What follows belongs to an exercise in optimizing a design on an open flow for small area; a production flow would make more cautious choices. Only simulation tests tie the RTL to the original design; equivalence was not proved. The clock cells of runs 3 to 6 come from the design's own scripts or RTL, not from TritonCTS. The clock input has no modelled driver; a real chip could not lean on it and would need a root buffer or a full tree. No activity file was given, so power comes from the tool's default toggle rates.

==> flow/design.v <==
module fid_bottom_ptr_impl(
  input  logic [7:0] entry_valid_i,
  input  logic [2:0] bottom_ptr_current,
  output logic [2:0] bottom_ptr_next
);
  logic [7:0] entry_valid_shift;
  assign entry_valid_shift = entry_valid_i >> bottom_ptr_current
                           | entry_valid_i << ('d8 - bottom_ptr_current);
  assign bottom_ptr_next[2:0] = entry_valid_shift[0] ? bottom_ptr_current[2:0]
                              : entry_valid_shift[1] ? bottom_ptr_current[2:0] + 3'd1
                              : entry_valid_shift[2] ? bottom_ptr_current[2:0] + 3'd2
                              : entry_valid_shift[3] ? bottom_ptr_current[2:0] + 3'd3
                              : entry_valid_shift[4] ? bottom_ptr_current[2:0] + 3'd4
                              : entry_valid_shift[5] ? bottom_ptr_current[2:0] + 3'd5
                              : entry_valid_shift[6] ? bottom_ptr_current[2:0] + 3'd6
                              : entry_valid_shift[7] ? bottom_ptr_current[2:0] + 3'd7
                              :                        3'd7;  
endmodule
module sparse_buffer #(
  parameter DW   = 8,
  parameter AW   = 3,
  parameter SIZE = 8
)(
  input  logic            clk_i,
  input  logic            rstn_i,
  input  logic            write_valid_i,
  output logic            write_allowIn_o,
  input  logic [DW-1:0]   write_data_i,
  input  logic            read_valid_i,
  output logic            read_allowIn_o,
  input  logic [AW-1:0]   read_ptr_i,
  output logic            read_rtn_valid_o,
  input  logic            read_rtn_allowIn_i,
  output logic [DW-1:0]   read_rtn_data_o,
  output logic [SIZE-1:0] sparse_buffer_valid_o,
  output logic [AW-1:0]   sparse_buffer_bottom_ptr_o
);
  logic [DW-1:0]   sparse_array_In [SIZE-1:0];
  logic [DW-1:0]   sparse_array_Q  [SIZE-1:0];
  logic [SIZE-1:0] sparse_array_valid_In;
  logic [SIZE-1:0] sparse_array_valid_Q;
  logic            write_kickoff;
  logic [AW-1:0]   write_ptr_In;
  logic [AW-1:0]   write_ptr_Q;
  logic            read_kickoff;
  logic [AW-1:0]   bottom_ptr_In;
  logic [AW-1:0]   bottom_ptr_Q;
  assign write_allowIn_o = (write_ptr_Q != bottom_ptr_Q) | ~|sparse_array_valid_Q;
  assign write_ptr_In = write_ptr_Q + 'd1;
  assign write_kickoff = write_valid_i & write_allowIn_o;
  always_ff @(posedge clk_i or negedge rstn_i) begin
    if (~rstn_i) begin
      write_ptr_Q <= '0;
    end
    else if (write_kickoff) begin
      write_ptr_Q <= write_ptr_In;
    end
  end
  always_comb begin
    for (int i = 0; i < SIZE; i++) begin
      sparse_array_In[i] = sparse_array_Q[i];
    end
    if (write_kickoff) begin
      sparse_array_In[write_ptr_Q] = write_data_i; 
    end
  end
  always_ff @(posedge clk_i or negedge rstn_i) begin
    if (~rstn_i) begin
      for (int i = 0; i < SIZE; i++) begin
        sparse_array_Q[i] <= '0;
      end
    end
    else begin
      for (int i = 0; i < SIZE; i++) begin
        sparse_array_Q[i] <= sparse_array_In[i];
      end
    end
  end
  always_comb begin
    sparse_array_valid_In = sparse_array_valid_Q;
    if (write_kickoff) begin
      sparse_array_valid_In[write_ptr_Q] = 1'b1;
    end
    if (read_kickoff) begin
      sparse_array_valid_In[read_ptr_i] = 1'b0;
    end
  end
  always_ff @(posedge clk_i or negedge rstn_i) begin
    if (~rstn_i) begin
      sparse_array_valid_Q <= '0;
    end
    else begin
      sparse_array_valid_Q <= sparse_array_valid_In;
    end
  end
  assign sparse_buffer_valid_o = sparse_array_valid_Q;
  assign sparse_buffer_bottom_ptr_o = bottom_ptr_Q;
  assign read_kickoff = read_valid_i & read_allowIn_o;
  assign read_allowIn_o = read_rtn_allowIn_i;
  assign read_rtn_valid_o = read_valid_i
                          ? sparse_array_valid_Q[read_ptr_i]
                          : 1'b0;
  assign read_rtn_data_o = read_valid_i
                         ? sparse_array_Q[read_ptr_i]
                         : 'd0;
  fid_bottom_ptr_impl u_fid_bottom_ptr_impl(  
    .entry_valid_i      ( sparse_array_valid_Q[7:0] ),
    .bottom_ptr_current ( bottom_ptr_Q[2:0]         ),
    .bottom_ptr_next    ( bottom_ptr_In[2:0]        )
  );
  always_ff @(posedge clk_i or negedge rstn_i) begin
    if (~rstn_i) begin
      bottom_ptr_Q <= 'd7;
    end
    else begin
      bottom_ptr_Q <= bottom_ptr_In;
    end
  end
endmodule
==> flow/run.sh <==
#!/bin/bash
# synth_recipe.tcl (not shown) runs the flow's synth.tcl, then flattens the netlist and writes it again
# the make line also repeats each setting of config.mk as NAME=value (left out here)
make -C /OpenROAD-flow-scripts/flow DESIGN_CONFIG=/design/flow/config.mk WORK_HOME=/design/flow/orfs CLKGATE_MAP_FILE= SYNTH_SCRIPT=/design/flow/synth_recipe.tcl finish
==> flow/config.mk <==
export PLATFORM = sky130hd
export DESIGN_NAME = sparse_buffer
export DESIGN_NICKNAME = sparse_buffer
export VERILOG_FILES = /design/flow/design.v
export SDC_FILE = /design/flow/constraint.sdc
export NUM_CORES = 4
export LEC_CHECK = 0
export CAP_MARGIN = 20
export CORE_MARGIN = 2
export CORE_UTILIZATION = 40
export SLEW_MARGIN = 20
==> flow/constraint.sdc <==
create_clock -name core_clock -period 6.0 [get_ports {clk_i}]
set_input_delay 1.2000 -clock core_clock [delete_from_list [all_inputs] [get_ports {clk_i}]]
set_output_delay 1.2000 -clock core_clock [all_outputs]
set_load 0.01 [all_outputs]
==> results of run 1 <==
[worst paths after layout]
kind                                                   from  cells after the start                               end  slack, ns
min in group asynchronous                            rstn_i                      1  sparse_array_Q[7][6]$_DFFE_PN0P_       0.78
max in group asynchronous                            rstn_i                      2       bottom_ptr_Q[0]$_DFFE_PN1P_       4.60
hold reg to reg            sparse_array_Q[0][3]$_DFFE_PN0P_                      1  sparse_array_Q[0][3]$_DFFE_PN0P_       0.49
hold / removal             sparse_array_Q[0][3]$_DFFE_PN0P_                      1  sparse_array_Q[0][3]$_DFFE_PN0P_       0.49
setup reg to reg                bottom_ptr_Q[0]$_DFFE_PN1P_                      9       bottom_ptr_Q[0]$_DFFE_PN1P_       2.36
setup / recovery                              read_ptr_i[0]                      9                read_rtn_data_o[2]       0.65
[routing by layer]
layer,wire [um],global-route usage,vias to the layer above
met5,0,0,-
met4,132,0.04634,0
met3,684,0.04499,11
met2,5300,0.2888,121
met1,5609,0.2754,1828
li1,-,-,1665
[synthesized netlist by cell type (all sizes together) (9+ instances only)]
| cell | count | area share |
|---|---|---|
| a21oi | 35 | 0.039 |
| a221oi | 10 | 0.018 |
| buf | 11 | 0.013 |
| clkbuf | 15 | 0.012 |
| dfrtp | 75 | 0.40 |
| ha | 19 | 0.050 |
| inv | 9 | 0.0071 |
| mux2 | 84 | 0.20 |
| mux2i | 16 | 0.034 |
| nand2 | 14 | 0.011 |
| nor2 | 19 | 0.016 |
| o21ai | 10 | 0.011 |
[power by group]
part	internal (uW)	leakage, uW	switching [uW]	total, uW
Clock	374	0.000154	209	583
Combinational	970	0.00119	955	1930
Sequential	819	0.000914	312	1130
[stage by stage]
step,util,hold WS [ns],total power [uW]
6_report,0.4812,0.4898,3639
5_1_grt,0.4812,0.5129,3918
4_1_cts,0.4788,0.4935,3641
3_5_place_dp,0.4507,0.4756,3040
3_3_place_gp,0.4507,0.4713,3011
2_1_floorplan,-,0.4588,2525
[logic make-up (layout without fill, tap and decap cells)]
kind of cell    count (synthesis)  in the layout  share of synthesized area
mux                           103            103                     0.2472
buf+inv                        37             67                    0.03399
compound gates                106            106                     0.1560
xor+xnor                        7              7                    0.01845
simple gates                   76             76                    0.08248
flops                          78             78                     0.4119
fa+ha+maj                      19             19                    0.05007
[state kept, by name (all words and copies together), names as in the netlist]
name	count
write_ptr_Q	3
sparse_array_Q	64
bottom_ptr_Q	3
sparse_array_valid_Q	8
[critical path: stages]
cell,delay [ns]
clkdlybuf4s50_1,0.68
inv_1,0.14
ha_1,0.22
ha_1,0.34
nor4_1,0.34
buf_4,0.22
a221oi_1,0.09
a21boi_0,0.31
clkdlybuf4s50_1,0.60
[final cells by class]
class                      count  area [um2]  area share
clock buffer                  10       239.0     0.04312
timing repair buffer          40       410.4     0.07406
inverter                      11       41.29    0.007451
tap                          143       178.9     0.03229
sequential                    78        1956      0.3529
clock inverter                 6       85.08     0.01535
multi-input combinational    311        2631      0.4748
==> flow_metrics.tcl, run 1 <==
set metrics [dict create \
    wl_per_cell_um 19.58 \
    die_w_um 113.0 \
    syn_avg_cell_area_um2 11.15 \
    ys.flop_type "dfrtp_1" \
    syn-cell-area_um2 4748 \
    grt_overflow_total 0 \
    drtIter0Drc 317 \
    period_needed_ns 5.348 \
    grt_pass1_wl_um 19130 \
    finalMaxSlewViolations 0 \
    grt.total_usage 0.1898 \
    final_cells 599 \
    cts_sinks 78 \
    grt_max_degree 79 \
    layout.nets 486 \
    final_cell_mix "mux2_2, dfrtp_1, clkdlybuf4s50_1" \
    clock_latency_ns 0.33 \
    drive_gt1_frac 0.2478 \
    place_ws_ns 0.7210 \
    setup_viol 0 \
    drv_cap 0 \
    dieArea_um2 12760 \
    dp.cells 582 \
    drc 0 \
    hold_class "reg2reg" \
    critPathKind "in2out" \
    coreArea_um2 11520 \
    place_congestion 0.8857 \
    yosysSeqAreaShare 0.4119 \
    cts_setup_buffers 0 \
    status "timing/DRC/antenna clean" \
    critPathMaxFanout 10 \
    root_buffer "clkbuf_16" \
    vias 3625 \
    placedInstanceArea_um2 5190 \
    area_delta_synth_final_pct 16.71 \
    grt_antenna_before_repair 0 \
    leakagePower_uw 0.002258 \
    yosysWarnings 3 \
    start_util 0.4123 \
    synth_cell_types 65 \
    drtPass1Iterations 16 \
    worst_slew_pin_slew_ns 0.7204 \
    rsz0062_at_grt "no" \
    synth_cells 426 \
    final_cell_area_um2 5542 \
    post-route-period-util 0.8913 \
    cts_resized 0 \
    ys_ff_latch 78 \
    port_buffers 37 \
    final_common_cell "mux2_2" \
    htreeDepth 3 \
    clk_pin_slew_ns 0.06 \
    cp-end-kind "output pin" \
    fmax_mhz 187.0 \
    die_h_um 113.0 \
    syn-num-nets 461 \
    via_per_inst 6.052 \
    start_kind "primary input" \
    ir_drop_v 0.0002591 \
    tns_ns 0 \
    routed_wl_um 11730 \
    power.density_nw_per_um2 656.6 \
    cts.path.max_buffers 2 \
    place_hpwl_um 7693 \
    io_pins 38 \
    diodes 0 \
    worst_clock_skew_ns 0.003809 \
    finalHoldViolations 0 \
    critPathArrivalTime_ns 4.15 \
    postRouteAntennaNets 0 \
    n_fill_cell 1040 \
    cts_buffers 9 \
    cts_tree "done" \
    cp_data_required_time_ns 4.80 \
    row_count 39 \
    synth_edf_count 0 \
    slew_headroom 0.5197 \
    setup_ws_ns 0.6521 \
    postCtsHoldBufs 0 \
    synthArstFlopShare 1.000 \
    grt_pass1_vias 3532 \
]
==> run 2, diff against run 1 <==
==> flow/design.v (replaced) <==
module fid_bottom_ptr_impl(
  input  logic [7:0] entry_valid_i,
  input  logic [2:0] bottom_ptr_current,
  output logic [2:0] bottom_ptr_next
);
  logic [2:0] b;
  logic [7:0] ge;      
  logic [7:0] upper;   
  logic [6:0] sel;
  assign b = bottom_ptr_current;
  assign ge[0] = ~b[2] & ~b[1] & ~b[0];
  assign ge[1] = ~b[2] & ~b[1];
  assign ge[2] = ~b[2] & (~b[1] | ~b[0]);
  assign ge[3] = ~b[2];
  assign ge[4] = ~b[2] | (~b[1] & ~b[0]);
  assign ge[5] = ~b[2] | ~b[1];
  assign ge[6] = ~b[2] | ~b[1] | ~b[0];
  assign ge[7] = 1'b1;
  assign upper = entry_valid_i & ge;
  assign sel   = (|upper) ? upper[6:0] : entry_valid_i[6:0];
  assign bottom_ptr_next[0] = ~sel[0] & (sel[1] | ~sel[2] & (sel[3] | ~sel[4] & (sel[5] | ~sel[6])));
  assign bottom_ptr_next[1] = ~(sel[0] | sel[1]) & (sel[2] | sel[3] | ~(sel[4] | sel[5]));
  assign bottom_ptr_next[2] = ~(sel[0] | sel[1] | sel[2] | sel[3]);
endmodule
module sparse_buffer #(
  parameter DW   = 8,
  parameter AW   = 3,
  parameter SIZE = 8
)(
  input  logic            clk_i,
  input  logic            rstn_i,
  input  logic            write_valid_i,
  output logic            write_allowIn_o,
  input  logic [DW-1:0]   write_data_i,
  input  logic            read_valid_i,
  output logic            read_allowIn_o,
  input  logic [AW-1:0]   read_ptr_i,
  output logic            read_rtn_valid_o,
  input  logic            read_rtn_allowIn_i,
  output logic [DW-1:0]   read_rtn_data_o,
  output logic [SIZE-1:0] sparse_buffer_valid_o,
  output logic [AW-1:0]   sparse_buffer_bottom_ptr_o
);
  logic [DW-1:0]   sparse_array_Q  [SIZE-1:0];
  logic [SIZE-1:0] sparse_array_valid_In;
  logic [SIZE-1:0] sparse_array_valid_Q;
  logic            write_kickoff;
  logic [AW-1:0]   write_ptr_Q;
  logic            read_kickoff;
  logic [AW-1:0]   bottom_ptr_In;
  logic [AW-1:0]   bottom_ptr_Q;
  logic [SIZE-1:0] write_sel;    
  logic [SIZE-1:0] read_sel;     
  logic [SIZE-1:0] entry_we;
  always_comb begin
    for (int i = 0; i < SIZE; i++) begin
      write_sel[i] = (write_ptr_Q == AW'(i));
      read_sel[i]  = (read_ptr_i  == AW'(i));
    end
  end
  assign write_allowIn_o = (write_ptr_Q != bottom_ptr_Q) | ~|sparse_array_valid_Q;
  assign write_kickoff = write_valid_i & write_allowIn_o;
  always_ff @(posedge clk_i or negedge rstn_i) begin
    if (~rstn_i) begin
      write_ptr_Q <= '0;
    end
    else if (write_kickoff) begin
      write_ptr_Q <= {write_ptr_Q[2] ^ (write_ptr_Q[1] & write_ptr_Q[0]),
                      write_ptr_Q[1] ^ write_ptr_Q[0],
                      ~write_ptr_Q[0]};
    end
  end
  assign entry_we = write_sel & {SIZE{write_kickoff}};
  always_ff @(posedge clk_i) begin
    for (int i = 0; i < SIZE; i++) begin
      if (entry_we[i]) begin
        sparse_array_Q[i] <= write_data_i;
      end
    end
  end
  assign sparse_array_valid_In = (sparse_array_valid_Q | entry_we)
                               & ~(read_sel & {SIZE{read_kickoff}});
  always_ff @(posedge clk_i or negedge rstn_i) begin
    if (~rstn_i) begin
      sparse_array_valid_Q <= '0;
    end
    else begin
      sparse_array_valid_Q <= sparse_array_valid_In;
    end
  end
  assign sparse_buffer_valid_o = sparse_array_valid_Q;
  assign sparse_buffer_bottom_ptr_o = bottom_ptr_Q;
  assign read_kickoff = read_valid_i & read_allowIn_o;
  assign read_allowIn_o = read_rtn_allowIn_i;
  assign read_rtn_valid_o = read_valid_i & |(sparse_array_valid_Q & read_sel);
  always_comb begin
    read_rtn_data_o = '0;
    for (int i = 0; i < SIZE; i++) begin
      read_rtn_data_o = read_rtn_data_o | (sparse_array_Q[i] & {DW{read_sel[i]}});
    end
  end
  fid_bottom_ptr_impl u_fid_bottom_ptr_impl(
    .entry_valid_i      ( sparse_array_valid_Q[7:0] ),
    .bottom_ptr_current ( bottom_ptr_Q[2:0]         ),
    .bottom_ptr_next    ( bottom_ptr_In[2:0]        )
  );
  always_ff @(posedge clk_i or negedge rstn_i) begin
    if (~rstn_i) begin
      bottom_ptr_Q <= 'd7;
    end
    else begin
      bottom_ptr_Q <= bottom_ptr_In;
    end
  end
endmodule
--- a/flow/config.mk
+++ b/flow/config.mk
@@ -7,2 +7,3 @@
 export LEC_CHECK = 0
+export ABC_AREA = 1
 export CAP_MARGIN = 20
==> run 2 against run 1 <==
Worst setup slack improved by 0.46 ns; still clean on timing, DRC and antenna; clock power decreased by 36%; synthesized cell count decreased by 33%; utilization increased by 1.2 points; die area decreased by 28%; area after synthesis decreased by 29%; via count decreased by 38%; register-to-register slack improved by 1.5 ns; non-clock buffer count decreased by 3; first-iteration DRC count decreased by 62%; critical path depth decreased by 3.
==> flow_metrics.tcl, run 2 <==
set metrics [dict create \
    slowest_delay_ns 0.76 \
    drc 0 \
    drtPass1Iterations 4 \
    htreeDepth 3 \
    setup_ws_ns 1.114 \
    drtIter0Drc 120 \
    worst_clock_skew_ns 0.01158 \
    cts_setup_buffers 0 \
    place_hpwl_um 4926 \
    wl_per_cell_um 17.28 \
    r2r_end "sparse_array_Q[6][1]$_DFFE_PP_" \
    cts_resized 0 \
    power.density_nw_per_um2 402.1 \
    tns_ns 0 \
    largestRegisters "sparse_array_Q: 64 flops, sparse_array_valid_Q: 8 flops" \
    area_delta_synth_final_pct 19.90 \
    start_kind "primary input" \
    ys_top_cells_by_area "edfxtp_1, dfrtp_1, nand2_1" \
    port_buffers 37 \
    cts_sinks 78 \
    synth_top_area_frac 0.5712 \
    critPathArrivalTime_ns 3.69 \
    worst-path-stages 6 \
    postRouteAntennaNets 0 \
    die_w_um 95.71 \
    start_util 0.4115 \
    synthArstFlopShare 0.1795 \
    swShare 0.3234 \
    crit_top_cell "clkdlybuf4s50_1" \
    io_pins 38 \
    crit_chain "clkdlybuf4s50_1 > inv_1 > nor3_2 > a22oi_1 > o2111ai_1 > clkdlybuf4s50_1" \
    synth_area_leader_cell "edfxtp_1" \
    power_frac_comb 0.292 \
    postCtsHoldBufs 0 \
    multi_input_area_um2 882.1 \
    ff2ff_path_depth 8 \
    wl_met3_um 365 \
    netlist_top_cells_count "edfxtp_1, nand2_1, inv_1" \
    synth_cells 286 \
    p_sw_uw 524.6 \
    coreArea_um2 8175 \
    place_ws_ns 1.176 \
    hold_class "reg2reg" \
    vias 2259 \
    largest_reg_flops 64 \
    cts_buffers 9 \
    reg2reg_from "bottom_ptr_Q[1]$_DFF_PN1_" \
    rsz0062_at_grt "no" \
    critPathMaxFanout 10 \
    intPower_uw 1098 \
    min_from "sparse_array_valid_Q[6]$_DFF_PN0_" \
    drive_gt1_frac 0.09552 \
    top_layer "met4" \
    cts.path.max_buffers 2 \
    final_cell_mix "edfxtp_1, nand2_1, inv_1" \
    clock_latency_ns 0.35 \
    syn-num-nets 308 \
    fmax_mhz 204.7 \
    post-route-period-util 0.8144 \
    place_congestion 0.8165 \
    yosysWarnings 2 \
    grt_antenna_before_repair 0 \
    row_count 33 \
    ir_drop_v 0.0001737 \
    grt_max_degree 15 \
    setup_viol 0 \
    yosysSeqAreaShare 0.6765 \
    diodes 0 \
    clk_pin_slew_ns 0.08 \
    drt-met1-wl_um 3607 \
    wl_met2_um 3402 \
    cts_tree "done" \
    synth_edf_count 64 \
    via_per_inst 5.134 \
    routed_wl_um 7602 \
    layout.nets 352 \
    hold_depth 2 \
    ys.flop_type "edfxtp_1" \
    grt.total_usage 0.1805 \
    period_needed_ns 4.886 \
    syn-cell-area_um2 3364 \
    cp_slowest_cell "nor3_2" \
    regMostFlops "sparse_array_Q" \
    grt_pass1_vias 2255 \
    cp_num_buf_inv 3 \
    drv_cap 0 \
    cp_data_required_time_ns 4.80 \
    ys_ff_latch 78 \
    status "timing/DRC/antenna clean" \
    worst_slew_pin_slew_ns 0.9913 \
    finalMaxSlewViolations 0 \
    slew_headroom 0.3356 \
    root_buffer "clkbuf_8" \
    final_common_cell "edfxtp_1" \
    synth.most_common_cell "edfxtp_1" \
    dieArea_um2 9160 \
    grt_overflow_total 0 \
    regArea_um2 2276 \
    n_fill_cell 754 \
    cp-end-kind "output pin" \
    grt_pass1_wl_um 11820 \
    leakagePower_uw 0.001586 \
    synth_cell_types 33 \
    die_h_um 95.71 \
    finalHoldViolations 0 \
    regToRegSetupSlack_ns 3.86 \
    pwr-share-seq 0.477 \
    cpLargestDelayFamily "buffers and inverters" \
    holdPathEnd "sparse_array_valid_Q[6]$_DFF_PN0_" \
    power_frac_clock 0.231 \
    syn_avg_cell_area_um2 11.76 \
    critPathKind "in2out" \
]
-- run 2: worst min-delay path, cell delays in order (launching register included) --
cell and delay (ns):
dfrtp_1 0.40, clkinv_1 0.10, a21oi_1 0.07
-- run 2: through the flow --
step                utilization  total power, uW  instances  area (um2)  hold slack (ns)
detailed placement       0.4702             1263        424        3844           0.5942
floorplan                     -             1054        286        3364           0.5542
global route             0.4934             1724        440        4034           0.6438
CTS                      0.4934             1635        440        4034           0.6093
finish                   0.4934             1622        440        4034           0.6086
global placement         0.4702             1255        424        3844           0.5964
-- run 2: metal layers --
metal / vias to the layer above / track usage
met5: - / 0
met4: 0 / 0.1012
met3: 18 / 0.03524
met2: 61 / 0.2663
met1: 1089 / 0.2505
li1: 1091 / -
-- run 2: power groups by stage --
stage	Sequential, uW	Combinational (uW)	Clock [uW]
floorplan	783	271	0
global placement	783	472	0
detailed placement	786	476	0
CTS	774	479	383
global route	786	534	404
finish	773	473	375
-- run 2: area by class of cell --
cell class	count	share of cell area
repair buffers	37	0.09181
well taps	105	0.03257
inverters	49	0.04560
clock buffers	10	0.03164
multi-input cells	155	0.2187
clock inverters	6	0.01551
flip-flops and latches	78	0.5642
-- run 2: cell families (layout without fill, tap and decap cells) --
| kind of cell | Yosys count | in the layout | share of synthesized area |
|---|---|---|---|
| flops | 78 | 78 | 0.6765 |
| fa+ha+maj | 6 | 6 | 0.02231 |
| compound gates | 52 | 52 | 0.1026 |
| xor+xnor | 2 | 2 | 0.005207 |
| buf+inv | 53 | 102 | 0.06136 |
| simple gates | 95 | 95 | 0.1320 |
-- run 2: how the worst max path moves through the flow --
stage | start | to | slack [ns]
after global placement | read_ptr_i[1] | read_rtn_valid_o | 1.22
after detailed placement | read_ptr_i[1] | read_rtn_valid_o | 1.18
after CTS | read_ptr_i[1] | read_rtn_data_o[4] | 1.15
after global routing | read_ptr_i[1] | read_rtn_valid_o | 0.95
final | read_ptr_i[1] | read_rtn_data_o[4] | 1.11
after floorplan | read_ptr_i[1] | read_rtn_valid_o | 2.60
==> run 3, diff against run 2 <==
==> flow/flow/run.sh (new file) <==
#!/bin/bash
# Own layout flow: the standard ORFS flow with
#  - an area-oriented abc script in synthesis (registers unchanged),
#  - port buffers of the smallest buffer cell,
#  - a one-level clock tree of four clock buffers in place of TritonCTS.
set -euo pipefail
WORK=$(pwd)
export FLOW_WORK=$WORK
export FLOW_ABC_SCRIPT=$WORK/flow/abc_area.script

bash standard.sh ABC_AREA=1 SYNTH_SCRIPT=$WORK/flow/synth.tcl synth > $WORK/synth.log 2>&1

bash standard.sh \
  "BUFFER_PORTS_ARGS=-buffer_cell sky130_fd_sc_hd__buf_1" \
  "PRE_CTS_TCL=$WORK/flow/clkbuf.tcl" \
  finish > $WORK/layout.log 2>&1
==> flow/flow/abc_area.script (new file) <==
strash; dc2; dc2; &get -n; &dch -f; &nf -R 1000 -a; &put; topo; dnsize -c
==> flow/flow/clkbuf.tcl (new file) <==
# Drive the clock sinks through buffers of cell bufcell, each fed by the
# clock port; the sinks are split into nx columns by x, then each column
# into ny groups by y, with one buffer per group at its centre.
proc insert_clock_buffers { nx ny bufcell } {
  set block [ord::get_db_block]
  set clknet [$block findNet clk_i]
  set master [[ord::get_db] findMaster $bufcell]
  set sinks {}
  foreach it [$clknet getITerms] {
    set loc [[$it getInst] getLocation]
    lappend sinks [list [lindex $loc 0] [lindex $loc 1] $it]
  }
  set sinks [lsort -integer -index 0 $sinks]
  set total [llength $sinks]
  set k 0
  for { set i 0 } { $i < $nx } { incr i } {
    set col [lrange $sinks [expr { $i * $total / $nx }] [expr { ($i + 1) * $total / $nx - 1 }]]
    set col [lsort -integer -index 1 $col]
    set ctot [llength $col]
    for { set j 0 } { $j < $ny } { incr j } {
      set group [lrange $col [expr { $j * $ctot / $ny }] [expr { ($j + 1) * $ctot / $ny - 1 }]]
      set net [odb::dbNet_create $block "clknet_buf_$k"]
      $net setSigType CLOCK
      set buf [odb::dbInst_create $block $master "clkbuf_root_$k"]
      set sx 0
      set sy 0
      foreach s $group {
        set it [lindex $s 2]
        $it disconnect
        $it connect $net
        incr sx [lindex $s 0]
        incr sy [lindex $s 1]
      }
      set cnt [llength $group]
      $buf setLocation [expr { $sx / $cnt }] [expr { $sy / $cnt }]
      $buf setPlacementStatus PLACED
      [$buf findITerm A] connect $clknet
      [$buf findITerm X] connect $net
      incr k
    }
  }
}

# Replaces the clock tree synthesis of ORFS's cts step (sourced as
# PRE_CTS_TCL): the clock port feeds four clock buffers, each driving the
# flip-flops of one quarter of the placement. The rest of the cts step
# (legalisation, timing repair) runs as usual.
proc clock_tree_synthesis { args } {
  insert_clock_buffers 2 2 sky130_fd_sc_hd__clkbuf_8
  set_propagated_clock [all_clocks]
}
==> flow/flow/synth.tcl (new file) <==
# The standard synthesis (synth_recipe.tcl) with one change: abc maps the
# combinational logic with an area-oriented script. Flip-flops are mapped
# by dfflibmap before abc runs, so the registers are the standard ones.
proc abc {args} {
  set i [lsearch -exact $args -script]
  if { $i >= 0 } {
    lset args [expr { $i + 1 }] $::env(FLOW_ABC_SCRIPT)
  }
  yosys abc {*}$args
}
source $::env(FLOW_WORK)/synth_recipe.tcl
==> flow/standard.sh (new file) <==
#!/bin/bash
# synth_recipe.tcl (not shown) runs the flow's synth.tcl, then flattens the netlist and writes it again
# the make line also repeats each setting of config.mk as NAME=value (left out here)
make -C /OpenROAD-flow-scripts/flow DESIGN_CONFIG=/design/flow/config.mk WORK_HOME=/design/flow/orfs CLKGATE_MAP_FILE= SYNTH_SCRIPT=/design/flow/synth_recipe.tcl "${@:-finish}"
--- a/flow/config.mk
+++ b/flow/config.mk
@@ -10,3 +10,3 @@
 export CORE_MARGIN = 2
-export CORE_UTILIZATION = 40
+export CORE_UTILIZATION = 60
 export SLEW_MARGIN = 20
removed: flow/run.sh
==> run 3 against run 2 <==
Still clean on timing, DRC and antenna; critical path depth stayed put; first-iteration DRC count up 93%; hold slack better by 0.020 ns; synthesized cell count shrank 29%; utilization is 18 points higher; sequential cell count did not move; critical endpoint is now read_rtn_data_o[2]; highest routed layer unchanged.
==> flow_metrics.tcl, run 3 <==
set metrics [dict create \
    status "timing/DRC/antenna clean" \
    worst_slew_pin_slew_ns 0.8723 \
    tns_ns 0 \
    power_frac_comb 0.272 \
    reg2reg_from "bottom_ptr_Q[2]$_DFF_PN1_" \
    area_delta_synth_final_pct 9.698 \
    start_kind "primary input" \
    hold_class "reg2reg" \
    final_cell_mix "edfxtp_1, buf_1, nand2_1, a222oi_1, a22oi_1" \
    setup_ws_ns 2.045 \
    ys_ff_latch 78 \
    ys_top_cells_by_area "edfxtp_1, dfrtp_1, a222oi_1" \
    cp_data_required_time_ns 4.80 \
    io_pins 38 \
    regToRegSetupSlack_ns 3.57 \
    place_ws_ns 2.065 \
    p_sw_uw 454.9 \
    synth_area_leader_cell "edfxtp_1" \
    setup_viol 0 \
    rsz0062_at_grt "no" \
    synth_cell_types 29 \
    drv_cap 0 \
    synth_edf_count 64 \
    hold_depth 1 \
    postCtsHoldBufs 0 \
    syn_avg_cell_area_um2 15.39 \
    drtPass1Iterations 5 \
    slew_headroom 0.4163 \
    coreArea_um2 5042 \
    total_power_uw 1372 \
    power.density_nw_per_um2 402.4 \
    grt_overflow_total 0 \
    place_hpwl_um 4431 \
    dp.cells 311 \
    period_needed_ns 3.955 \
    critPathKind "in2out" \
    finalHoldViolations 0 \
    post-route-period-util 0.6592 \
    die_h_um 75.99 \
    netlist_top_cells_count "edfxtp_1, a222oi_1, nand2_1" \
    placedInstanceArea_um2 3356 \
    synth_top_area_frac 0.6181 \
    yosysSeqAreaShare 0.7320 \
    critPathMaxFanout 10 \
    clock_latency_ns 0.17 \
    min_from "sparse_array_valid_Q[7]$_DFF_PN0_" \
    drc 0 \
    power_frac_clock 0.134 \
    via_per_inst 6.441 \
    ff2ff_path_depth 10 \
    drtIter0Drc 232 \
    critPathArrivalTime_ns 2.75 \
    diodes 0 \
    syn-cell-area_um2 3109 \
    grt_pass1_vias 2011 \
    finalMaxSlewViolations 0 \
    layout.nets 269 \
    synth_cells 202 \
    largest_reg_flops 64 \
    synth.most_common_cell "edfxtp_1" \
    grt.total_usage 0.2363 \
    final_cell_area_um2 3411 \
    place_congestion 0.8449 \
    worst_clock_skew_ns 0.01388 \
    leakagePower_uw 0.001144 \
    intPower_uw 917.6 \
    die_w_um 75.99 \
    syn-num-nets 224 \
    synthArstFlopShare 0.1795 \
    yosysWarnings 2 \
    final_common_cell "edfxtp_1" \
    cts_resized 0 \
    start_util 0.6166 \
    port_buffers 37 \
    grt_pass1_wl_um 10770 \
    postRouteAntennaNets 0 \
    drive_gt1_frac 0.04490 \
    row_count 26 \
    holdPathEnd "sparse_array_valid_Q[7]$_DFF_PN0_" \
    grt_max_degree 21 \
    ys.flop_type "edfxtp_1" \
    pwr-share-seq 0.594 \
    final_cells 315 \
    largestRegisters "sparse_array_Q: 64 flops, sparse_array_valid_Q: 8 flops" \
    cts_setup_buffers 0 \
    routed_wl_um 6799 \
    grt_antenna_before_repair 0 \
    vias 2029 \
    clk_pin_slew_ns 0.11 \
    r2r_end "bottom_ptr_Q[0]$_DFF_PN1_" \
    dieArea_um2 5774 \
    fmax_mhz 252.8 \
    ir_drop_v 0.0002778 \
    wl_per_cell_um 21.58 \
    swShare 0.3314 \
    cp-end-kind "output pin" \
    regMostFlops "sparse_array_Q" \
]
==> run 3: cell count changes in the layout (fill, tap and decap cells not counted), sizes merged, moves of 14 or more <==
| cell | change |
|---|---|
| clkdlybuf4s50 | -37 |
| a222oi | +14 |
| inv | -47 |
| buf | +40 |
| nand2 | -35 |
==> run 3: cells by family (layout without fill, tap and decap cells) <==
logic type,count (synthesis),in the layout,share of synthesized area
compound gates,49,49,0.1219
xor+xnor,4,4,0.01127
fa+ha+maj,6,6,0.02414
buf+inv,6,49,0.008452
flops,78,78,0.7320
simple gates,59,59,0.1022
==> run 3: area by class of cell <==
class / instances / area [um2]
multi-input combinational: 118 / 812.0
fill: 377 / 1632
inverter: 5 / 18.77
buffer: 4 / 55.05
sequential: 78 / 2276
timing repair buffer: 40 / 161.4
tap: 70 / 87.58
==> run 3: per-stage QoR <==
step | hold WS, ns | util
finish | 0.6289 | 0.6764
global route | 0.6395 | 0.6764
CTS | 0.6271 | 0.6764
detailed placement | 0.6092 | 0.6655
global placement | 0.6229 | 0.6655
floorplan | 0.5953 | -
==> run 3: worst max path at each step <==
stage                             start                 end  slack (ns)  cells after the start
after floorplan           read_ptr_i[1]    read_rtn_valid_o        2.42                      3
after global placement    read_ptr_i[1]  read_rtn_data_o[2]        2.10                      6
after detailed placement  read_ptr_i[1]  read_rtn_data_o[2]        2.07                      6
after CTS                 read_ptr_i[1]  read_rtn_data_o[2]        2.06                      6
after global routing      read_ptr_i[0]  read_rtn_data_o[0]        1.90                      6
final                     read_ptr_i[1]  read_rtn_data_o[2]        2.05                      6
==> run 3: critical path, cell delays in order <==
cell and delay [ns]:
buf_1 0.24, nand2_1 0.09, nor2_1 0.67, a222oi_1 0.25
nand3_1 0.14, buf_1 0.16
==> run 3: metal layers <==
layer,share of wire,vias to the layer above,track usage,routed length [um]
li1,-,921,-,-
met1,0.42,1032,0.3381,2872
met2,0.51,69,0.4161,3471
met3,0.055,7,0.02133,376
met4,0.011,0,0.02727,78
met5,0,-,0,0
==> run 3: power groups by stage <==
stage | Combinational [uW] | Clock, uW | Sequential [uW]
2_1_floorplan | 232 | 0 | 815
6_report | 374 | 184 | 815
5_1_grt | 422 | 210 | 828
3_5_place_dp | 376 | 0 | 826
3_3_place_gp | 356 | 0 | 817
4_1_cts | 379 | 187 | 812
==> run 4, diff against run 3 <==
==> flow/design.v (replaced) <==
module fid_bottom_ptr_impl(
  input  logic [7:0] entry_valid_i,
  input  logic [2:0] bottom_ptr_current,
  output logic [2:0] bottom_ptr_next
);
  logic [2:0] b;
  logic [7:0] ge;      
  logic [7:0] upper;   
  logic [6:0] sel;
  assign b = bottom_ptr_current;
  assign ge[0] = ~b[2] & ~b[1] & ~b[0];
  assign ge[1] = ~b[2] & ~b[1];
  assign ge[2] = ~b[2] & (~b[1] | ~b[0]);
  assign ge[3] = ~b[2];
  assign ge[4] = ~b[2] | (~b[1] & ~b[0]);
  assign ge[5] = ~b[2] | ~b[1];
  assign ge[6] = ~b[2] | ~b[1] | ~b[0];
  assign ge[7] = 1'b1;
  assign upper = entry_valid_i & ge;
  assign sel   = (|upper) ? upper[6:0] : entry_valid_i[6:0];
  assign bottom_ptr_next[0] = ~sel[0] & (sel[1] | ~sel[2] & (sel[3] | ~sel[4] & (sel[5] | ~sel[6])));
  assign bottom_ptr_next[1] = ~(sel[0] | sel[1]) & (sel[2] | sel[3] | ~(sel[4] | sel[5]));
  assign bottom_ptr_next[2] = ~(sel[0] | sel[1] | sel[2] | sel[3]);
endmodule
module sb_hold_mux (
  input  logic en,
  input  logic en_n,
  input  logic d,
  input  logic q,
  output logic y
);
  assign y = (en & d) | (en_n & q);
endmodule
module sb_o22ai (
  input  logic a1,
  input  logic a2,
  input  logic b1,
  input  logic b2,
  output logic y
);
  assign y = ~((a1 | a2) & (b1 | b2));
endmodule
module sb_o22a (
  input  logic a1,
  input  logic a2,
  input  logic b1,
  input  logic b2,
  output logic y
);
  assign y = (a1 | a2) & (b1 | b2);
endmodule
module sb_nor4 (
  input  logic a,
  input  logic b,
  input  logic c,
  input  logic d,
  output logic y
);
  assign y = ~(a | b | c | d);
endmodule
module sb_nand4 (
  input  logic a,
  input  logic b,
  input  logic c,
  input  logic d,
  output logic y
);
  assign y = ~(a & b & c & d);
endmodule
module sb_inv (
  input  logic a,
  output logic y
);
  assign y = ~a;
endmodule
module sb_sel8 (
  input  logic [7:0] d,
  input  logic [7:0] sel_n,
  output logic       y
);
  logic [3:0] z;
  for (genvar k = 0; k < 4; k++) begin : g_pair
    sb_o22ai u_o22ai (.a1(d[2*k]), .a2(sel_n[2*k]), .b1(d[2*k+1]), .b2(sel_n[2*k+1]), .y(z[k]));
  end
  sb_nor4 u_nor4 (.a(z[0]), .b(z[1]), .c(z[2]), .d(z[3]), .y(y));
endmodule
module sb_sel8v (
  input  logic [7:0] d,
  input  logic [7:0] sel_n,
  input  logic       read_valid,
  output logic       y
);
  logic [3:0] z;
  for (genvar k = 0; k < 4; k++) begin : g_pair
    sb_o22ai u_o22ai (.a1(d[2*k]), .a2(sel_n[2*k]), .b1(d[2*k+1]), .b2(sel_n[2*k+1]), .y(z[k]));
  end
  assign y = read_valid & ~(z[0] | z[1] | z[2] | z[3]);
endmodule
module sb_ctrl (
  input  logic [7:0] valid,
  input  logic [2:0] wptr,
  input  logic [2:0] bptr,
  input  logic       write_valid,
  output logic       write_allow,
  output logic       write_kickoff,
  output logic [2:0] wptr_next,
  output logic [2:0] bptr_next
);
  assign write_allow   = (wptr != bptr) | ~|valid;
  assign write_kickoff = write_valid & write_allow;
  assign wptr_next     = {wptr[2] ^ (write_kickoff & wptr[1] & wptr[0]),
                          wptr[1] ^ (write_kickoff & wptr[0]),
                          wptr[0] ^ write_kickoff};
  fid_bottom_ptr_impl u_fid_bottom_ptr_impl (
    .entry_valid_i      ( valid     ),
    .bottom_ptr_current ( bptr      ),
    .bottom_ptr_next    ( bptr_next )
  );
endmodule
module sparse_buffer #(
  parameter DW   = 8,
  parameter AW   = 3,
  parameter SIZE = 8
)(
  input  logic            clk_i,
  input  logic            rstn_i,
  input  logic            write_valid_i,
  output logic            write_allowIn_o,
  input  logic [DW-1:0]   write_data_i,
  input  logic            read_valid_i,
  output logic            read_allowIn_o,
  input  logic [AW-1:0]   read_ptr_i,
  output logic            read_rtn_valid_o,
  input  logic            read_rtn_allowIn_i,
  output logic [DW-1:0]   read_rtn_data_o,
  output logic [SIZE-1:0] sparse_buffer_valid_o,
  output logic [AW-1:0]   sparse_buffer_bottom_ptr_o
);
  logic [DW-1:0]   sparse_array_Q  [SIZE-1:0];
  logic [DW-1:0]   sparse_array_In [SIZE-1:0];
  logic [SIZE-1:0] sparse_array_valid_In;
  logic [SIZE-1:0] sparse_array_valid_Q;
  logic            write_kickoff;
  logic [AW-1:0]   write_ptr_In;
  logic [AW-1:0]   write_ptr_Q;
  logic [AW-1:0]   write_ptr_n;
  logic [AW-1:0]   bottom_ptr_In;
  logic [AW-1:0]   bottom_ptr_Q;
  logic [AW-1:0]   read_ptr_n;
  logic            read_allow_n;
  logic [SIZE-1:0] entry_we;       
  logic [SIZE-1:0] entry_we_n;
  logic [SIZE-1:0] read_sel_n;     
  logic [DW-1:0]   entry_col [SIZE-1:0];   
  sb_ctrl u_ctrl (
    .valid         ( sparse_array_valid_Q ),
    .wptr          ( write_ptr_Q          ),
    .bptr          ( bottom_ptr_Q         ),
    .write_valid   ( write_valid_i        ),
    .write_allow   ( write_allowIn_o      ),
    .write_kickoff ( write_kickoff        ),
    .wptr_next     ( write_ptr_In         ),
    .bptr_next     ( bottom_ptr_In        )
  );
  always_ff @(posedge clk_i or negedge rstn_i) begin
    if (~rstn_i) begin
      write_ptr_Q  <= '0;
      bottom_ptr_Q <= 'd7;
    end
    else begin
      write_ptr_Q  <= write_ptr_In;
      bottom_ptr_Q <= bottom_ptr_In;
    end
  end
  for (genvar b = 0; b < AW; b++) begin : g_inv
    sb_inv u_winv (.a(write_ptr_Q[b]), .y(write_ptr_n[b]));
    sb_inv u_rinv (.a(read_ptr_i[b]),  .y(read_ptr_n[b]));
  end
  sb_inv u_ainv (.a(read_rtn_allowIn_i), .y(read_allow_n));
  for (genvar i = 0; i < SIZE; i++) begin : g_dec
    sb_nand4 u_wdec (
      .a ( write_kickoff ),
      .b ( i[2] ? write_ptr_Q[2] : write_ptr_n[2] ),
      .c ( i[1] ? write_ptr_Q[1] : write_ptr_n[1] ),
      .d ( i[0] ? write_ptr_Q[0] : write_ptr_n[0] ),
      .y ( entry_we_n[i] )
    );
    sb_inv u_weinv (.a(entry_we_n[i]), .y(entry_we[i]));
    sb_nand4 u_rdec (
      .a ( read_valid_i ),
      .b ( i[2] ? read_ptr_i[2] : read_ptr_n[2] ),
      .c ( i[1] ? read_ptr_i[1] : read_ptr_n[1] ),
      .d ( i[0] ? read_ptr_i[0] : read_ptr_n[0] ),
      .y ( read_sel_n[i] )
    );
  end
  for (genvar i = 0; i < SIZE; i++) begin : g_entry
    for (genvar b = 0; b < DW; b++) begin : g_bit
      sb_hold_mux u_hold (
        .en   ( entry_we[i]          ),
        .en_n ( entry_we_n[i]        ),
        .d    ( write_data_i[b]      ),
        .q    ( sparse_array_Q[i][b] ),
        .y    ( sparse_array_In[i][b] )
      );
      assign entry_col[b][i] = sparse_array_Q[i][b];
    end
  end
  always_ff @(posedge clk_i) begin
    for (int i = 0; i < SIZE; i++) begin
      sparse_array_Q[i] <= sparse_array_In[i];
    end
  end
  for (genvar i = 0; i < SIZE; i++) begin : g_valid
    sb_o22a u_vnext (
      .a1 ( sparse_array_valid_Q[i] ),
      .a2 ( entry_we[i]             ),
      .b1 ( read_sel_n[i]           ),
      .b2 ( read_allow_n            ),
      .y  ( sparse_array_valid_In[i] )
    );
  end
  always_ff @(posedge clk_i or negedge rstn_i) begin
    if (~rstn_i) begin
      sparse_array_valid_Q <= '0;
    end
    else begin
      sparse_array_valid_Q <= sparse_array_valid_In;
    end
  end
  assign sparse_buffer_valid_o = sparse_array_valid_Q;
  assign sparse_buffer_bottom_ptr_o = bottom_ptr_Q;
  assign read_allowIn_o = read_rtn_allowIn_i;
  sb_sel8v u_rvalid (.d(sparse_array_valid_Q), .sel_n(read_sel_n), .read_valid(read_valid_i), .y(read_rtn_valid_o));
  for (genvar b = 0; b < DW; b++) begin : g_rdata
    sb_sel8 u_rdata (.d(entry_col[b]), .sel_n(read_sel_n), .y(read_rtn_data_o[b]));
  end
endmodule
--- a/flow/config.mk
+++ b/flow/config.mk
@@ -12 +12,3 @@
 export SLEW_MARGIN = 20
+export SYNTH_HIERARCHICAL = 1
+export SYNTH_MINIMUM_KEEP_SIZE = 0
==> run 4 against run 3 <==
Combinational power is 56% higher; critical path type unchanged; critical endpoint is now read_rtn_data_o[3]; synthesized cell count is 32% higher; sequential cell count stayed put; worst setup slack better by 0.059 ns; first-iteration DRC count is 21% higher; largest cell class unchanged; maximum frequency is 1.5% higher; clock power hardly changed; via count is 24% higher; sequential share of layout area is 16 points lower; largest power group unchanged; final area is 5.3% lower; die area is 4.5% lower; critical path depth stayed put.
==> flow_metrics.tcl, run 4 <==
set metrics [dict create \
    start_kind "primary input" \
    setup_ws_ns 2.104 \
    holdPathEnd "sparse_array_Q[4][2]$_DFF_P_" \
    finalHoldViolations 0 \
    rsz0062_at_grt "no" \
    cts_setup_buffers 0 \
    largestRegisters "sparse_array_Q: 64 flops, sparse_array_valid_Q: 8 flops" \
    grt_antenna_before_repair 0 \
    grt_pass1_wl_um 11900 \
    synthAdderAreaFrac 0.004227 \
    routed_wl_um 7416 \
    diodes 0 \
    netlist_top_cells_count "a22o_1, dfxtp_1, o22ai_1" \
    critPathKind "in2out" \
    synth_cells 267 \
    drtIter0Drc 281 \
    synth_area_leader_cell "dfxtp_1" \
    top_layer "met4" \
    ff2ff_path_depth 6 \
    critPathMaxFanout 10 \
    grt.total_usage 0.2724 \
    ir_drop_v 0.0003669 \
    synth_cell_types 29 \
    slew_headroom 0.4945 \
    via_per_inst 6.706 \
    wl_met3_um 494 \
    synth_top_family_by_area "compound AO/OA/AOI/OAI gates" \
    leakagePower_uw 0.001307 \
    status "timing/DRC/antenna clean" \
    syn_avg_cell_area_um2 11.09 \
    largest_reg_flops 64 \
    synth_top_area_frac 0.4328 \
    die_w_um 74.24 \
    io_pins 38 \
    worst_clock_skew_ns 0.008584 \
    cts_resized 0 \
    clk_pin_slew_ns 0.11 \
    synth_xor_area_frac 0.01479 \
    crit_path_start "read_ptr_i[0]" \
    place_congestion 0.9334 \
    synthArstFlopShare 0.1795 \
    ys_top_cells_by_area "dfxtp_1, a22o_1, dfrtp_1" \
    critPathArrivalTime_ns 2.70 \
    ys.flop_type "dfxtp_1" \
    syn-cell-area_um2 2960 \
    reg2reg_from "bottom_ptr_Q[1]$_DFF_PN1_" \
    dieArea_um2 5512 \
    syn-num-nets 284 \
    clock_latency_ns 0.17 \
    die_h_um 74.24 \
    grt_pass1_vias 2278 \
    postCtsHoldBufs 0 \
    ys_ff_latch 78 \
    synth_mux_area_frac 0 \
    dp.cells 370 \
    place_hpwl_um 5473 \
    fmax_mhz 256.7 \
    area_delta_synth_final_pct 9.129 \
    drc 0 \
    n_fill_cell 387 \
    start_util 0.6226 \
    drv_cap 0 \
    port_buffers 37 \
    grt_max_degree 21 \
    wl_met2_um 3177 \
    cp-end-kind "output pin" \
    final_cells 374 \
    drt-met1-wl_um 3686 \
    final_cell_mix "a22o_1, dfxtp_1, buf_1" \
    grt_overflow_total 0 \
    power.density_nw_per_um2 547.0 \
    post-route-period-util 0.6493 \
    min_from "sparse_array_Q[4][2]$_DFF_P_" \
    synth_compound_area_frac 0.3166 \
    coreArea_um2 4755 \
    vias 2508 \
    drive_gt1_frac 0.02280 \
    r2r_end "sparse_array_Q[2][5]$_DFF_P_" \
    synth_edf_count 0 \
    regToRegSetupSlack_ns 3.47 \
    yosysSeqAreaShare 0.5524 \
    finalMaxSlewViolations 0 \
    layout.nets 326 \
    synthSimpleGateAreaFrac 0.09045 \
    postRouteAntennaNets 0 \
    setup_viol 0 \
    tns_ns 0 \
    wl_per_cell_um 19.83 \
    place_ws_ns 2.118 \
    period_needed_ns 3.896 \
    cp_data_required_time_ns 4.80 \
    drtPass1Iterations 5 \
    row_count 25 \
    hold_class "reg2reg" \
    yosysWarnings 12 \
    regMostFlops "sparse_array_Q" \
    worst_slew_pin_slew_ns 0.7582 \
    hold_depth 1 \
]
-- run 4: worst max-delay path by stage --
stage / end / depth (start not counted) / slack [ns]
3_5_place_dp: read_rtn_data_o[1] / 6 / 2.12
3_3_place_gp: read_rtn_data_o[6] / 6 / 2.18
5_1_grt: read_rtn_data_o[3] / 6 / 1.97
4_1_cts: read_rtn_data_o[1] / 6 / 2.12
2_1_floorplan: read_rtn_valid_o / 5 / 2.64
6_report: read_rtn_data_o[3] / 6 / 2.10
-- run 4: cell type report --
cell class	count	area, um2	area share
well taps	67	83.83	0.02595
flip-flops and latches	78	1635	0.5062
multi-input cells	173	1261	0.3904
inverters	15	56.30	0.01743
plain buffers	4	55.05	0.01704
repair buffers	37	138.9	0.04299
-- run 4: where the power goes --
part	switching (uW)	leakage [uW]	internal [uW]	total (uW)
Clock	124	0.0000288	62.3	186
Combinational	288	0.000586	295	583
Sequential	218	0.000693	780	998
Total	630	0.00131	1140	1770
-- run 4: logic make-up after synthesis --
logic type      Yosys count
simple gates             46
flops                    78
buf+inv                  16
fa+ha+maj                 1
xor+xnor                  5
compound gates          121
-- run 4: worst max-delay path: stages --
cell and delay [ns]:
buf_1 0.19, clkinv_1 0.17, nand4_1 0.39, o22ai_1 0.20, nor4_1 0.35, buf_1 0.20
-- run 4: layer usage --
layer	track usage	vias to the layer above
met3	0.02575	8
met5	0	-
met1	0.4484	1228
met2	0.3948	96
li1	-	1176
met4	0.04167	0
-- run 4: stage by stage --
stage / util / hold slack [ns] / area, um2 / total power (uW)
floorplan: - / 0.4401 / 2960 / 1378
global placement: 0.6679 / 0.4529 / 3176 / 1559
detailed placement: 0.6679 / 0.4538 / 3176 / 1576
CTS: 0.6795 / 0.4862 / 3231 / 1757
global route: 0.6795 / 0.4999 / 3231 / 1880
finish: 0.6795 / 0.4861 / 3231 / 1767
-- run 4: Yosys stat by module (local to each module, per instance), a selection --
| module | cells | cell area [um2] | times used |
|---|---|---|---|
| sparse_buffer | 79 | 1643 | 1 |
| fid_bottom_ptr_impl | 27 | 152.6 | 1 |
| sb_ctrl | 12 | 90.09 | 1 |
| sb_sel8v | 2 | 12.51 | 1 |
| sb_hold_mux | 1 | 8.758 | 64 |
| sb_o22a | 1 | 8.758 | 8 |
| sb_nand4 | 1 | 6.256 | 16 |
| sb_nor4 | 1 | 6.256 | 8 |
| sb_o22ai | 1 | 6.256 | 36 |
| sb_inv | 1 | 3.754 | 15 |
==> run 5, diff against run 4 <==
--- a/flow/design.v
+++ b/flow/design.v
@@ -19,3 +19,3 @@
   assign upper = entry_valid_i & ge;
-  assign sel   = (|upper) ? upper[6:0] : entry_valid_i[6:0];
+  assign sel   = entry_valid_i[6:0] & (ge[6:0] | {7{~|upper}});
   assign bottom_ptr_next[0] = ~sel[0] & (sel[1] | ~sel[2] & (sel[3] | ~sel[4] & (sel[5] | ~sel[6])));
@@ -42,2 +42,12 @@
 endmodule
+module sb_o221ai (
+  input  logic a1,
+  input  logic a2,
+  input  logic b1,
+  input  logic b2,
+  input  logic c1,
+  output logic y
+);
+  assign y = ~((a1 | a2) & (b1 | b2) & c1);
+endmodule
 module sb_o22a (
@@ -93,6 +103,7 @@
   logic [3:0] z;
-  for (genvar k = 0; k < 4; k++) begin : g_pair
+  for (genvar k = 0; k < 3; k++) begin : g_pair
     sb_o22ai u_o22ai (.a1(d[2*k]), .a2(sel_n[2*k]), .b1(d[2*k+1]), .b2(sel_n[2*k+1]), .y(z[k]));
   end
-  assign y = read_valid & ~(z[0] | z[1] | z[2] | z[3]);
+  sb_o221ai u_o221ai (.a1(d[6]), .a2(sel_n[6]), .b1(d[7]), .b2(sel_n[7]), .c1(read_valid), .y(z[3]));
+  sb_nor4 u_nor4 (.a(z[0]), .b(z[1]), .c(z[2]), .d(z[3]), .y(y));
 endmodule
==> flow/flow/abc_area.script (replaced) <==
strash; &get -n; &st; &dch -f; &nf -R 1000 -a -E 10; &put; topo; dnsize -c
==> run 5 against run 4 <==
Area after synthesis fell by 0.34%; maximum frequency fell by 0.67%; sequential cell count did not move; sequential share of layout area rose by 0.16 points; first-iteration DRC count fell by 33%; critical path depth did not move; die area fell by 0.32%; worst setup slack got worse by 0.026 ns; global-route usage fell by 1.0 points; synthesized cell count fell by 1.1%; clock power barely moved; via count fell by 2.2%; highest routed layer unchanged.
==> flow_metrics.tcl, run 5 <==
set metrics [dict create \
    grt_pass1_vias 2226 \
    swShare 0.3504 \
    cts_resized 0 \
    fmax_mhz 255.0 \
    post-route-period-util 0.6537 \
    grt_overflow_total 0 \
    grt_antenna_before_repair 0 \
    synth_cells 264 \
    slew_headroom 0.4843 \
    drtIter0Drc 188 \
    cp-end-kind "output pin" \
    synth_compound_area_frac 0.3240 \
    synth_cell_types 29 \
    synth_area_leader_cell "dfxtp_1" \
    worst_slew_pin_slew_ns 0.7735 \
    die_w_um 74.12 \
    multi_input_area_um2 1251 \
    via_per_inst 6.609 \
    leakagePower_uw 0.001286 \
    power_frac_clock 0.106 \
    synth_top_family_by_area "compound AO/OA/AOI/OAI gates" \
    yosysWarnings 12 \
    io_pins 38 \
    regMostFlops "sparse_array_Q" \
    syn-num-nets 281 \
    syn_avg_cell_area_um2 11.18 \
    drv_cap 0 \
    routed_wl_um 7165 \
    layout.nets 323 \
    grt_max_degree 21 \
    intPower_uw 1137 \
    finalMaxSlewViolations 0 \
    p_sw_uw 613.2 \
    vias 2452 \
    rsz0062_at_grt "no" \
    drc 0 \
    postRouteAntennaNets 0 \
    coreArea_um2 4723 \
    drtPass1Iterations 4 \
    pwr-share-seq 0.565 \
    synthAdderAreaFrac 0.004241 \
    placedInstanceArea_um2 3166 \
    ir_drop_v 0.0003763 \
    start_util 0.6246 \
    whs_ns 0.4849 \
    start_kind "primary input" \
    netlist_top_cells_count "a22o_1, dfxtp_1, o22ai_1" \
    ys_ff_latch 78 \
    cp_data_required_time_ns 4.80 \
    clk_pin_slew_ns 0.11 \
    power.density_nw_per_um2 543.4 \
    grt_pass1_wl_um 11460 \
    drive_gt1_frac 0.02303 \
    cts_setup_buffers 0 \
    clock_latency_ns 0.17 \
    power_frac_comb 0.330 \
    diodes 0 \
    grt.total_usage 0.2623 \
    critPathKind "in2out" \
    synthSimpleGateAreaFrac 0.08100 \
    ys.flop_type "dfxtp_1" \
    synth_top_area_frac 0.4343 \
    tns_ns 0 \
    critPathArrivalTime_ns 2.72 \
    n_fill_cell 374 \
    place_ws_ns 2.102 \
    postCtsHoldBufs 0 \
    synthArstFlopShare 0.1795 \
    finalHoldViolations 0 \
    worst_clock_skew_ns 0.003719 \
    largestRegisters "sparse_array_Q: 64 flops, sparse_array_valid_Q: 8 flops" \
    regArea_um2 1635 \
    synth_mux_area_frac 0 \
    largest_reg_flops 64 \
    place_congestion 0.9149 \
    synth_xor_area_frac 0.01484 \
    critPathMaxFanout 10 \
    period_needed_ns 3.922 \
    ys_top_cells_by_area "dfxtp_1, a22o_1, dfrtp_1" \
    row_count 25 \
    dieArea_um2 5494 \
    syn-cell-area_um2 2950 \
    yosysSeqAreaShare 0.5543 \
    final_cell_mix "a22o_1, dfxtp_1, buf_1" \
    port_buffers 37 \
    place_hpwl_um 5252 \
    status "timing/DRC/antenna clean" \
    die_h_um 74.12 \
    area_delta_synth_final_pct 9.160 \
    hold_class "reg2reg" \
    setup_ws_ns 2.078 \
    wl_per_cell_um 19.31 \
    synth_edf_count 0 \
    setup_viol 0 \
    final_cell_area_um2 3221 \
]
==> run 5: critical path, stage by stage <==
cell and delay (ns):
buf_1 0.17, clkinv_1 0.16, nand4_1 0.37, o22ai_1 0.18, nor4_1 0.43, buf_1 0.20
==> run 5: worst paths after layout <==
path,start,to,slack [ns],cells after the start
setup / recovery,read_ptr_i[0],read_rtn_data_o[7],2.08,6
setup reg to reg,sparse_array_valid_Q[1]$_DFF_PN0_,sparse_array_valid_Q[0]$_DFF_PN0_,3.38,7
min in group asynchronous,rstn_i,write_ptr_Q[1]$_DFF_PN0_,1.07,1
max in group asynchronous,rstn_i,sparse_array_valid_Q[1]$_DFF_PN0_,4.45,1
hold reg to reg,sparse_array_Q[3][4]$_DFF_P_,sparse_array_Q[3][4]$_DFF_P_,0.48,1
hold / removal,sparse_array_Q[3][4]$_DFF_P_,sparse_array_Q[3][4]$_DFF_P_,0.48,1
==> run 5: kinds of logic after synthesis <==
logic type,after synthesis
AO/OA/AOI/OAI,123
flip-flops,78
AND/OR/NAND/NOR,41
buffers and inverters,16
XOR/XNOR,5
adder cells (fa/ha/maj),1
==> run 5: cell type report <==
cell class	count	area share
sequential	78	0.5078
timing repair buffer	37	0.04312
multi-input combinational	170	0.3885
tap	67	0.02603
inverter	15	0.01748
buffer	4	0.01709
==> run 5: metrics by stage <==
step	power [uW]	instances	utilization
floorplan	1377	264	-
global placement	1551	367	0.6702
detailed placement	1564	367	0.6702
CTS	1745	371	0.6819
global route	1859	371	0.6819
finish	1750	371	0.6819
==> run 5: layer usage <==
layer | vias up | track usage | routed length, um
li1 | 1175 | - | -
met1 | 1189 | 0.4370 | 3692
met2 | 82 | 0.3938 | 3024
met3 | 6 | 0.01084 | 386
met4 | 0 | 0.01818 | 61
met5 | - | 0 | 0
==> run 5: modules after synthesis (local to each module, per instance), excerpt <==
module	cells	cell area (um2)	times used	flip-flops and latches
fid_bottom_ptr_impl	25	146.4	1	0
sb_ctrl	12	90.09	1	0
sb_hold_mux	1	8.758	64	0
sb_inv	1	3.754	15	0
sb_nand4	1	6.256	16	0
sb_nor4	1	6.256	9	0
sb_o221ai	1	8.758	1	0
sb_o22a	1	8.758	8	0
sb_o22ai	1	6.256	35	0
sparse_buffer	79	1643	1	78
==> run 5: power groups by stage <==
stage                     registers (uW)  clock network (uW)  logic (uW)
after global placement               993                   0         558
final                                988                 185         577
after floorplan                      951                   0         426
after CTS                            982                 188         575
after detailed placement             991                   0         572
after global routing                1020                 207         635
==> run 6, diff against run 5 <==
--- a/flow/design.v
+++ b/flow/design.v
@@ -79,2 +79,17 @@
 endmodule
+module sb_nand3 (
+  input  logic a,
+  input  logic b,
+  input  logic c,
+  output logic y
+);
+  assign y = ~(a & b & c);
+endmodule
+module sb_nand2 (
+  input  logic a,
+  input  logic b,
+  output logic y
+);
+  assign y = ~(a & b);
+endmodule
 module sb_inv (
@@ -160,3 +175,3 @@
   logic [AW-1:0]   read_ptr_n;
-  logic            read_allow_n;
+  logic            read_kickoff_n;
   logic [SIZE-1:0] entry_we;       
@@ -189,3 +204,3 @@
   end
-  sb_inv u_ainv (.a(read_rtn_allowIn_i), .y(read_allow_n));
+  sb_nand2 u_rk (.a(read_valid_i), .b(read_rtn_allowIn_i), .y(read_kickoff_n));
   for (genvar i = 0; i < SIZE; i++) begin : g_dec
@@ -199,7 +214,6 @@
     sb_inv u_weinv (.a(entry_we_n[i]), .y(entry_we[i]));
-    sb_nand4 u_rdec (
-      .a ( read_valid_i ),
-      .b ( i[2] ? read_ptr_i[2] : read_ptr_n[2] ),
-      .c ( i[1] ? read_ptr_i[1] : read_ptr_n[1] ),
-      .d ( i[0] ? read_ptr_i[0] : read_ptr_n[0] ),
+    sb_nand3 u_rdec (
+      .a ( i[2] ? read_ptr_i[2] : read_ptr_n[2] ),
+      .b ( i[1] ? read_ptr_i[1] : read_ptr_n[1] ),
+      .c ( i[0] ? read_ptr_i[0] : read_ptr_n[0] ),
       .y ( read_sel_n[i] )
@@ -229,3 +243,3 @@
       .b1 ( read_sel_n[i]           ),
-      .b2 ( read_allow_n            ),
+      .b2 ( read_kickoff_n          ),
       .y  ( sparse_array_valid_In[i] )
==> run 6 against run 5 <==
Still clean; wire length increased by 13%; first-iteration DRC count is 53% higher; worst setup slack lost 0.042 ns; final cell count unchanged; register-to-register slack got worse by 0.35 ns; clock power increased by 4%; clock skew up 0.0036 ns; hold slack got worse by 0.0049 ns; maximum frequency down 1.1%; total power grew 2.6%; synthesized cell count unchanged; sequential power is 0.4% lower.
==> flow_metrics.tcl, run 6 <==
set metrics [dict create \
    status "timing/DRC/antenna clean" \
    wl_per_cell_um 21.80 \
    largestRegisters "sparse_array_Q: 64 flops, sparse_array_valid_Q: 8 flops" \
    postRouteAntennaNets 0 \
    critPathArrivalTime_ns 2.76 \
    cp_data_required_time_ns 4.80 \
    vias 2548 \
    port_buffers 37 \
    n_fill_cell 375 \
    leakagePower_uw 0.001284 \
    die_w_um 74.01 \
    cpLargestDelayFamily "simple AND/OR/NAND/NOR gates" \
    synth_cells 264 \
    fmax_mhz 252.3 \
    post-route-period-util 0.6606 \
    syn-cell-area_um2 2940 \
    largest_reg_flops 64 \
    crit_chain "buf_1 > clkinv_1 > nand3_1 > o221ai_1 > nor4_1 > buf_1" \
    critPathMaxFanout 10 \
    start_util 0.6225 \
    start_kind "primary input" \
    synth_cell_types 29 \
    row_count 25 \
    ys.flop_type "dfxtp_1" \
    drv_cap 0 \
    synth_area_leader_cell "dfxtp_1" \
    cp_slowest_cell "nand3_1" \
    diodes 0 \
    grt.total_usage 0.2956 \
    cp-end-kind "output pin" \
    ys_top_cells_by_area "dfxtp_1, a22o_1, dfrtp_1" \
    grt_pass1_wl_um 12440 \
    drtIter0Drc 287 \
    clock_latency_ns 0.17 \
    syn_avg_cell_area_um2 11.14 \
    via_per_inst 6.868 \
    critPathKind "in2out" \
    netlist_top_cells_count "a22o_1, dfxtp_1, o22ai_1" \
    grt_overflow_total 0 \
    syn-num-nets 281 \
    synth_edf_count 0 \
    grt_pass1_vias 2332 \
    grt_max_degree 21 \
    slowest_delay_ns 0.47 \
    grt_antenna_before_repair 0 \
    place_hpwl_um 5394 \
    ir_drop_v 0.0003373 \
    cts_setup_buffers 0 \
    cp_num_buf_inv 3 \
    finalMaxSlewViolations 0 \
    routed_wl_um 8086 \
    power.density_nw_per_um2 559.1 \
    yosysSeqAreaShare 0.5562 \
    crit_top_cell "buf_1" \
    drive_gt1_frac 0.02303 \
    total_power_uw 1795 \
    yosysWarnings 12 \
    regMostFlops "sparse_array_Q" \
    dieArea_um2 5477 \
    drtPass1Iterations 8 \
    drc 0 \
    synth_top_area_frac 0.4357 \
    worst_slew_pin_slew_ns 0.7711 \
    cts_resized 0 \
    tns_ns 0 \
    period_needed_ns 3.964 \
    coreArea_um2 4723 \
    ys_ff_latch 78 \
    rsz0062_at_grt "no" \
    synthArstFlopShare 0.1795 \
    area_delta_synth_final_pct 9.192 \
    hold_class "reg2reg" \
    postCtsHoldBufs 0 \
    clk_pin_slew_ns 0.11 \
    worst_clock_skew_ns 0.007286 \
    slew_headroom 0.4859 \
    final_cell_mix "a22o_1, dfxtp_1, buf_1" \
    io_pins 38 \
    die_h_um 74.01 \
    setup_viol 0 \
    place_congestion 0.8720 \
    finalHoldViolations 0 \
    layout.nets 323 \
]
run 6: modules after synthesis (local to each module, per instance), excerpt:
module,cells inside,copies in the design
sb_o22a,1,8
sb_inv,1,14
sb_ctrl,12,1
sb_nand2,1,1
sparse_buffer,79,1
sb_nor4,1,9
sb_o221ai,1,1
fid_bottom_ptr_impl,25,1
sb_nand4,1,8
sb_nand3,1,8
sb_o22ai,1,35
sb_hold_mux,1,64
run 6: power by group:
group	total (uW)	leakage (uW)	switching (uW)	internal [uW]
logic	618	0.000562	314	304
clock network	193	0.0000288	131	62.6
registers	984	0.000693	205	780
total	1790	0.00128	649	1150
run 6: metrics by stage:
stage	instances	worst slack (ns)	utilization	hold slack (ns)	cell area (um2)
after floorplan	264	2.681	-	0.4401	2940
after global placement	367	2.197	0.6681	0.4527	3156
after detailed placement	367	2.136	0.6681	0.4537	3156
after CTS	371	2.141	0.6797	0.4874	3211
after global routing	371	1.937	0.6797	0.4999	3211
final	371	2.036	0.6797	0.4800	3211
run 6: cell type report:
cell class / count / area [um2] / share of cell area
inverter: 14 / 52.55 / 0.01637
sequential: 78 / 1635 / 0.5094
multi-input combinational: 171 / 1245 / 0.3878
timing repair buffer: 37 / 138.9 / 0.04326
buffer: 4 / 55.05 / 0.01715
tap: 67 / 83.83 / 0.02611
run 6: path summary, 6_finish.rpt:
check / from / end / slack, ns / depth (start not counted)
setup reg to reg: sparse_array_valid_Q[1]$_DFF_PN0_ / sparse_array_valid_Q[6]$_DFF_PN0_ / 3.03 / 7
hold / removal: sparse_array_Q[4][2]$_DFF_P_ / sparse_array_Q[4][2]$_DFF_P_ / 0.48 / 1
setup / recovery: read_ptr_i[0] / read_rtn_valid_o / 2.04 / 6
min in group asynchronous: rstn_i / sparse_array_valid_Q[0]$_DFF_PN0_ / 1.06 / 1
max in group asynchronous: rstn_i / sparse_array_valid_Q[4]$_DFF_PN0_ / 4.46 / 1
hold reg to reg: sparse_array_Q[4][2]$_DFF_P_ / sparse_array_Q[4][2]$_DFF_P_ / 0.48 / 1
run 6: cell families after synthesis:
kind of cell / Yosys count / share of synthesized area
AO/OA/AOI/OAI: 123 / 0.3251
XOR/XNOR: 5 / 0.01489
flip-flops: 78 / 0.5562
AND/OR/NAND/NOR: 42 / 0.07915
buffers and inverters: 15 / 0.02043
adder cells (fa/ha/maj): 1 / 0.004255
run 6: layer usage:
| layer | vias to the layer above | global-route usage | routed length [um] | share of wire |
|---|---|---|---|---|
| li1 | 1170 | - | - | - |
| met1 | 1230 | 0.4618 | 3850 | 0.48 |
| met2 | 132 | 0.4345 | 3375 | 0.42 |
| met3 | 16 | 0.03252 | 630 | 0.078 |
| met4 | 0 | 0.08283 | 230 | 0.028 |
| met5 | - | 0 | 0 | 0 |

afterwards: timing with drivers on the ports:
No port has a modelled driver above. Below, the same layouts with a new extraction and two added sets of constraints. Step 1, drivers: a clkbuf_16 drives clk_i and a buf_2 each remaining input, both assumed. Step 2 adds t to the input delays and takes it off the output delays; t is the mean of the earliest and latest rising clock arrival at the registers after step 1. Input paths then give back, and output paths get back, about the clock's delay inside the block. Three values: no drivers, after step 1, after step 2; two values: the first two.
run | t (ns) | slack for setup (ns) | hold WS [ns] | latest minus earliest clock arrival (ns) | worst slew at a driven data input, ns
run 1 | 0.365 | 0.652 / 0.624 / 0.624 | 0.490 / 0.490 / 0.490 | 0.004 / 0.004 | 0.04
run 2 | 0.368 | 1.114 / 1.090 / 1.090 | 0.609 / 0.609 / 0.609 | 0.011 / 0.011 | 0.03
run 3 | 0.217 | 2.045 / 2.021 / 2.021 | 0.629 / 0.629 / 0.629 | 0.013 / 0.013 | 0.03
run 4 | 0.222 | 2.104 / 2.083 / 2.083 | 0.486 / 0.486 / 0.486 | 0.009 / 0.008 | 0.03
run 5 | 0.218 | 2.078 / 2.054 / 2.054 | 0.485 / 0.485 / 0.485 | 0.004 / 0.004 | 0.03
run 6 | 0.225 | 2.036 / 2.009 / 2.009 | 0.480 / 0.480 / 0.480 | 0.007 / 0.008 | 0.03
After both steps setup and hold are still met in every run listed. For run 1, which loses most, drivers alone change the setup slack by -0.028 ns; drivers and shift together by -0.028 ns.
